Context: an optimization exercise on an open-source flow, tuned for small area and a short achievable clock period. The choices shown serve that exercise and are no tape-out recipe.
No run shown here included a check of the RTL's function; only the layout flow was run.

==> flow/design.v (outline; a module is shown in full before it is edited, if it fits) <==
// module part2: 1156 lines
module part2 (
    clear,
    clock,
    digit,
    digit_valid,
    end_of_line,
    total,
    line_result
);
  // ...
==> flow/flow/run.sh <==
#!/bin/bash
# The standard layout (standard.sh), with these changes:
#  - synthesis leaves adders to ABC as plain gates (ADDER_MAP_FILE empty: no
#    full or half adder cells), so ABC can restructure the arithmetic;
#  - ABC's area script maps for a delay target (flow/abc_area.script) instead
#    of the unreachable default, so it can recover area off the critical paths;
set -euo pipefail
here=$(pwd)
rm -rf "$here/synth_scripts"
cp -r "$FLOW_HOME/scripts" "$here/synth_scripts"
cp "$here/flow/abc_area.script" "$here/synth_scripts/abc_area.script"
bash standard.sh ADDER_MAP_FILE= SCRIPTS_DIR="$here/synth_scripts" synth > synth.log 2>&1
export BUFFER_PORTS_ARGS="-buffer_cell sky130_fd_sc_hd__buf_2"
bash standard.sh ADDER_MAP_FILE= "BUFFER_PORTS_ARGS=$BUFFER_PORTS_ARGS" finish > layout.log 2>&1
==> flow/flow/abc_area.script <==
strash
dch -f
map -D 2500 -A 0.9
topo
stime -c
buffer -c
upsize -c -D 2500
dnsize -c -D 2500
==> flow/standard.sh <==
#!/bin/bash
# synth_recipe.tcl (not shown) runs the flow's synth.tcl, then flattens the netlist and writes it again
# the make line also repeats each setting of config.mk as NAME=value (left out here)
make -C /OpenROAD-flow-scripts/flow DESIGN_CONFIG=/design/flow/config.mk WORK_HOME=/design/flow/orfs CLKGATE_MAP_FILE= SYNTH_SCRIPT=/design/flow/synth_recipe.tcl "${@:-finish}"
==> flow/config.mk <==
export PLATFORM = sky130hd
export DESIGN_NAME = part2
export DESIGN_NICKNAME = part2
export VERILOG_FILES = /design/flow/design.v
export SDC_FILE = /design/flow/constraint.sdc
export NUM_CORES = 4
export LEC_CHECK = 0
export ABC_AREA = 1
export CAP_MARGIN = 20
export CORE_MARGIN = 2
export CORE_UTILIZATION = 40
export SETUP_SLACK_MARGIN = 2.6
export SLEW_MARGIN = 20
==> flow/constraint.sdc <==
create_clock -name core_clock -period 6.5 [get_ports {clock}]
set_input_delay 1.3000 -clock core_clock [delete_from_list [all_inputs] [get_ports {clock}]]
set_output_delay 1.3000 -clock core_clock [all_outputs]
set_load 0.01 [all_outputs]
==> out/results.md, run 1 <==
| Result | Reported |
|:---|:---|
| Clock-cell share of area | 3.66% |
| Endpoint of the most critical register-to-register path | ls[20]$_SDFFE_PP0P_ |
| Tap cells | 525 |
| Area fraction in and, or, nand and nor cells after synthesis | 39.7% |
| Met1 track demand over resource | 29.7% |
| Number of warnings reported in the yosys synthesis log | 1 |
| Status | finished clean |
| EDFF count, synth | 0 |
| Hold crit path type | reg -> reg |
| Placed inst area | 0.0168 mm2 |
| DR WL/cell | 12.9 um |
| Number of nets in the layout | 2926 |
| Initial antenna violation count | 0 |
| Setup Fix Bufs, Post-CTS | 1 |
| Startpoint of the most critical hold path | lp[3]$_SDFFE_PP0P_ |
| Placer Congestion | 0.898 |
| Total setup violations reported at the end of the flow | 0 |
| CTS clk-pin slew, worst paths | 70 ps |
| Met2 wire len | 19900 um |
| Area of the multi-input gates | 0.0110 mm2 |
| Critical-path maximum fanout | 13 |
| Setup repair after global routing missed its margin | true |
==> run 2: changes to the inputs <==
--- a/flow/config.mk
+++ b/flow/config.mk
@@ -10,4 +10,4 @@
 export CORE_MARGIN = 2
 export CORE_UTILIZATION = 40
-export SETUP_SLACK_MARGIN = 2.6
+export SETUP_SLACK_MARGIN = 2.75
 export SLEW_MARGIN = 20
==> out/results.md, run 2 <==
| Result | Reported | Delta |
|:---|:---|:---|
| Status | finished clean | unchanged |
| CTS clk-pin slew, worst paths | 70 ps | about the same |
| # rows | 73 | unchanged |
| Worst-skew pair later-pin latency | 460 ps | was 470 ps |
| Area growth from synthesis to layout | 13.1% | was 10.9% |
| Ratio of cells with drive above 1 in the final layout | 12.9% | was 10.5% |
| Cells after synthesis | 2845 | unchanged |
| Cell with the most instances after synthesis | sky130_fd_sc_hd__nand2_1 | unchanged |
| DR WL/cell | 13.0 um | was 12.9 um |
| Number of warnings reported in the yosys synthesis log | 1 | unchanged |
| Max Slew Vio Count | 0 | unchanged |
| Max Root-Sink Buffers | 2 | unchanged |
| Sink count of the clock tree | 162 | unchanged |
| Timing-limited maximum frequency | 0.278 GHz | was 0.273 GHz |
| Global-route wire length before repair | 73500 um | about the same |
| Critical-path maximum fanout | 4 | was 13 |
| Util after Layout | 45.6% | was 44.7% |
| Gr ovfl total | 0 | unchanged |
| Commonest non-fill, non-tap cell in the layout | sky130_fd_sc_hd__nand2_1 | unchanged |
| CTS tree | built | unchanged |
| DR vias | 16600 | was 16700 |
| Drt first-iter violations | 1090 | was 1263 |
| Placer Congestion | 0.940 | was 0.898 |
| Pin slew with the least headroom to its limit | 700 ps | was 876 ps |
| Hold crit path type | reg -> reg | unchanged |
| Total of fill cells in the finished design | 4246 | was 4279 |
| Number of nets in the layout | 2940 | was 2926 |
| Yosys reg bits | 162 | unchanged |
| Most frequent cells in the layout | sky130_fd_sc_hd__nand2_1 (814), sky130_fd_sc_hd__nor2_1 (459), sky130_fd_sc_hd__inv_1 (345) | was sky130_fd_sc_hd__nand2_1 (819), sky130_fd_sc_hd__nor2_1 (475), sky130_fd_sc_hd__inv_1 (350) |
| Y dimension of the die | 203 um | unchanged |
| Area share of the largest cell type after synthesis | 20.4% | unchanged |
| DR vias/cell | 4.79 | was 4.82 |
| Worst setup path category | reg -> out | was reg -> reg |
| Flip-flop count of the largest register, all copies and words added | 64 | unchanged |
| Antenna cell count | 0 | unchanged |
| Largest cells by area after synthesis | sky130_fd_sc_hd__dfxtp_1 (20%), sky130_fd_sc_hd__nand2_1 (19%), sky130_fd_sc_hd__nor2_1 (12%), sky130_fd_sc_hd__inv_1 (8.3%), sky130_fd_sc_hd__xor2_1 (8.2%) | unchanged |
| Initial antenna violation count | 0 | unchanged |
| DIE WIDTH | 203 um | unchanged |
| Final critical-path share of the clock period | 55.3% | was 56.4% |
| Core Footprint | 0.0395 mm2 | unchanged |
| Share of synthesized registers carrying an async set or reset | 0% | unchanged |
| Dominant synthesized flop cell | sky130_fd_sc_hd__dfxtp_1 | unchanged |
| Vias in the first global route | 15000 | was 15100 |
| Arrival time at the worst endpoint | 2300 ps | was 3990 ps |
| Final setup TNS | 0 ps | unchanged |
| Post-route minimum period | 3600 ps | was 3670 ps |
| Crit path launch type | flop | unchanged |
| EDFF count, synth | 0 | unchanged |
| Relative slew slack | 53.1% | was 41.2% |
| Global routing usage summed across all routing layers | 22.0% | was 21.8% |
| Count of input and output buffers | 111 | unchanged |
| Mapped Avg Cell Area | 5.59 um2 | unchanged |
| Maximum single-stage delay on the critical path | 370 ps | was 410 ps |
| Register bank with the most flops | tot | unchanged |
| Number of ports placed on the die boundary | 120 | unchanged |
| Total DRC errors in the routed layout | 0 | unchanged |
| Placed inst area | 0.0168 mm2 | about the same |
| Number of buffers added by the clock tree synthesis step | 17 | unchanged |
| Hold violation count in the final report | 0 | unchanged |
| Pre-Repair DR Iteration Count | 5 | was 6 |
| Crit path capture type | output pin | was flop |
| Setup repair after global routing missed its margin | true | unchanged |
| Worst setup skew after layout | 10.3 ps | was 14.9 ps |
| DPL Wire Length | 35400 um | about the same |
| Storage element area | 0.00332 mm2 | was 0.00328 mm2 |
| Largest registers ranked by flip-flop count | tot: 64 flops, z: 44 flops, ls: 40 flops | unchanged |
| Cells traversed along the worst timing path | a21oi_4, o21ai_4, a21oi_4, inv_2, a21oi_2, nor2_2, inv_2, nor2_4, buf_4, nor2_1, buf_2 | was inv_1, nor2_1, a21oi_1, o21ai_0, nand2_1, xor2_1, nand2_1, nand2_1, nand2_1, nand2_1, nand3_1, and2_1, nand2_1, nand2_1, xor2_1, nand2_1, nand4_2, o21ai_2, nand3_1, a21o_1, nand3_1, a21oi_1 |
| Cell area after technology mapping | 0.0159 mm2 | unchanged |
| Crit path required time | 5200 ps | was 6830 ps |
| Post-Route WL | 45100 um | was 44700 um |
| Number of antenna-violating nets in the routed design | 0 | unchanged |
| Fraction of the yosys area taken by sequential cells | 20.4% | unchanged |
| Total of max-cap violations | 0 | unchanged |
| Initial cell density of the core | 40.3% | unchanged |
| Slowest cell on crit path | sky130_fd_sc_hd__dfxtp_4 | was sky130_fd_sc_hd__dfxtp_2 |
| H-tree level count | 4 | unchanged |
| Number of distinct library cells after synthesis | 52 | unchanged |
| Library cell used as clock root buffer | sky130_fd_sc_hd__clkbuf_16 | unchanged |
| Post-CTS Hold Buffers | 0 | unchanged |
| Post-route cell area | 0.0180 mm2 | was 0.0176 mm2 |
| DIE AREA | 0.0413 mm2 | unchanged |
| Maximum number of pins on one net before global-route repair | 58 | was 84 |
| Area of the multi-input gates | 0.0112 mm2 | was 0.0110 mm2 |
| Cell accounting for the most synthesized area | sky130_fd_sc_hd__dfxtp_1 | unchanged |
| Most instantiated cells after synthesis | sky130_fd_sc_hd__nand2_1 (821), sky130_fd_sc_hd__nor2_1 (490), sky130_fd_sc_hd__inv_1 (351) | unchanged |
| Total setup violations reported at the end of the flow | 0 | unchanged |
[run 2: cell counts after synthesis]
Identical to the previous run, type by type.
[run 2: worst paths after layout]
| check | endpoint | from | depth (start not counted) | slack, ps |
|---|---|---|---|---|
| worst min register to register | lp[1]$_SDFFE_PP0P_ | lp[1]$_SDFFE_PP0P_ | 2 | 470 |
| worst min-delay path | lp[1]$_SDFFE_PP0P_ | lp[1]$_SDFFE_PP0P_ | 2 | 470 |
| worst max register to register | tot[62]$_SDFFE_PP0P_ | ls[1]$_SDFFE_PP0P_ | 23 | 3010 |
| worst max-delay path | line_result[36] | lg[0]$_SDFFE_PP0P_ | 11 | 2900 |
[run 2: through the flow]
step	hold WS (ps)	instances	setup slack, ps
2_1_floorplan	445	2852	2740
3_3_place_gp	454	3418	2400
3_5_place_dp	456	3418	2340
4_1_cts	468	3451	2720
5_1_grt	514	3470	2680
6_report	471	3470	2900
[run 2: what timing repair did]
item	CTS	global route
endpoints found under the setup margin	15	59
pin swaps	1	24
endpoints found under the hold margin	0	0
setup buffers	1	18
gates resized for setup	10	131
[run 2: worst max-delay path, delay by kind of cell (launching register included)]
family / cells / cell delay, ps
AOI/OAI and AO/OA: 4 / 650
buffers and inverters: 4 / 450
DFF: 1 / 370
and+or+nand+nor: 3 / 370
[run 2: per-layer routing]
metal	track usage, %	vias up	wire length (um)
li1	-	8915	-
met1	29.5	7308	22000
met2	35.5	346	19800
met5	0	-	0
met4	7.79	0	1150
met3	3.60	63	2130
[run 2: cells by family after synthesis]
family	share of synthesized area (%)
flops	20.4
other cells	0.0236
fa+ha+maj	0.126
compound gates	15.2
simple gates	39.7
xor+xnor	13.3
buf+inv	11.3
[run 2: layout make-up]
cell class              instances  share of cell area [%]
inverters                     376                    7.94
well taps                     525                    3.65
flip-flops and latches        162                    18.5
repair buffers                136                    4.32
clock buffers                  18                    2.44
multi-input cells            2239                    62.4
clock inverters                14                   0.780

-- static timing again, ports no longer ideal --
The flow's constraints put no driver on any port. The routed layouts listed below were extracted and timed again, unchanged, in two steps.
Step 1, drivers: a clkbuf_16 drives clock and a buf_2 each remaining input, both assumed.
Step 2 times the ports against the registers' clock, not the clock port: input delays grow and output delays shrink by t, the midpoint of the rising clock arrivals with the driver on.
Three values: ideal, step 1, step 2; two values: the first two.
| run | t (ns) | setup slack, ns | worst data-port slew with drivers (ns) | cell pins on the clock port's net |
|---|---|---|---|---|
| run 1 | 0.519 | 2.835 / 2.781 / 2.375 | 0.03 | 1 |
| run 2 | 0.513 | 2.903 / 2.850 / 2.520 | 0.03 | 1 |
After both steps setup and hold are still met in every run listed. The setup slack of run 1, which loses most, moves by -0.054 ns with the drivers and by -0.460 ns with both steps.
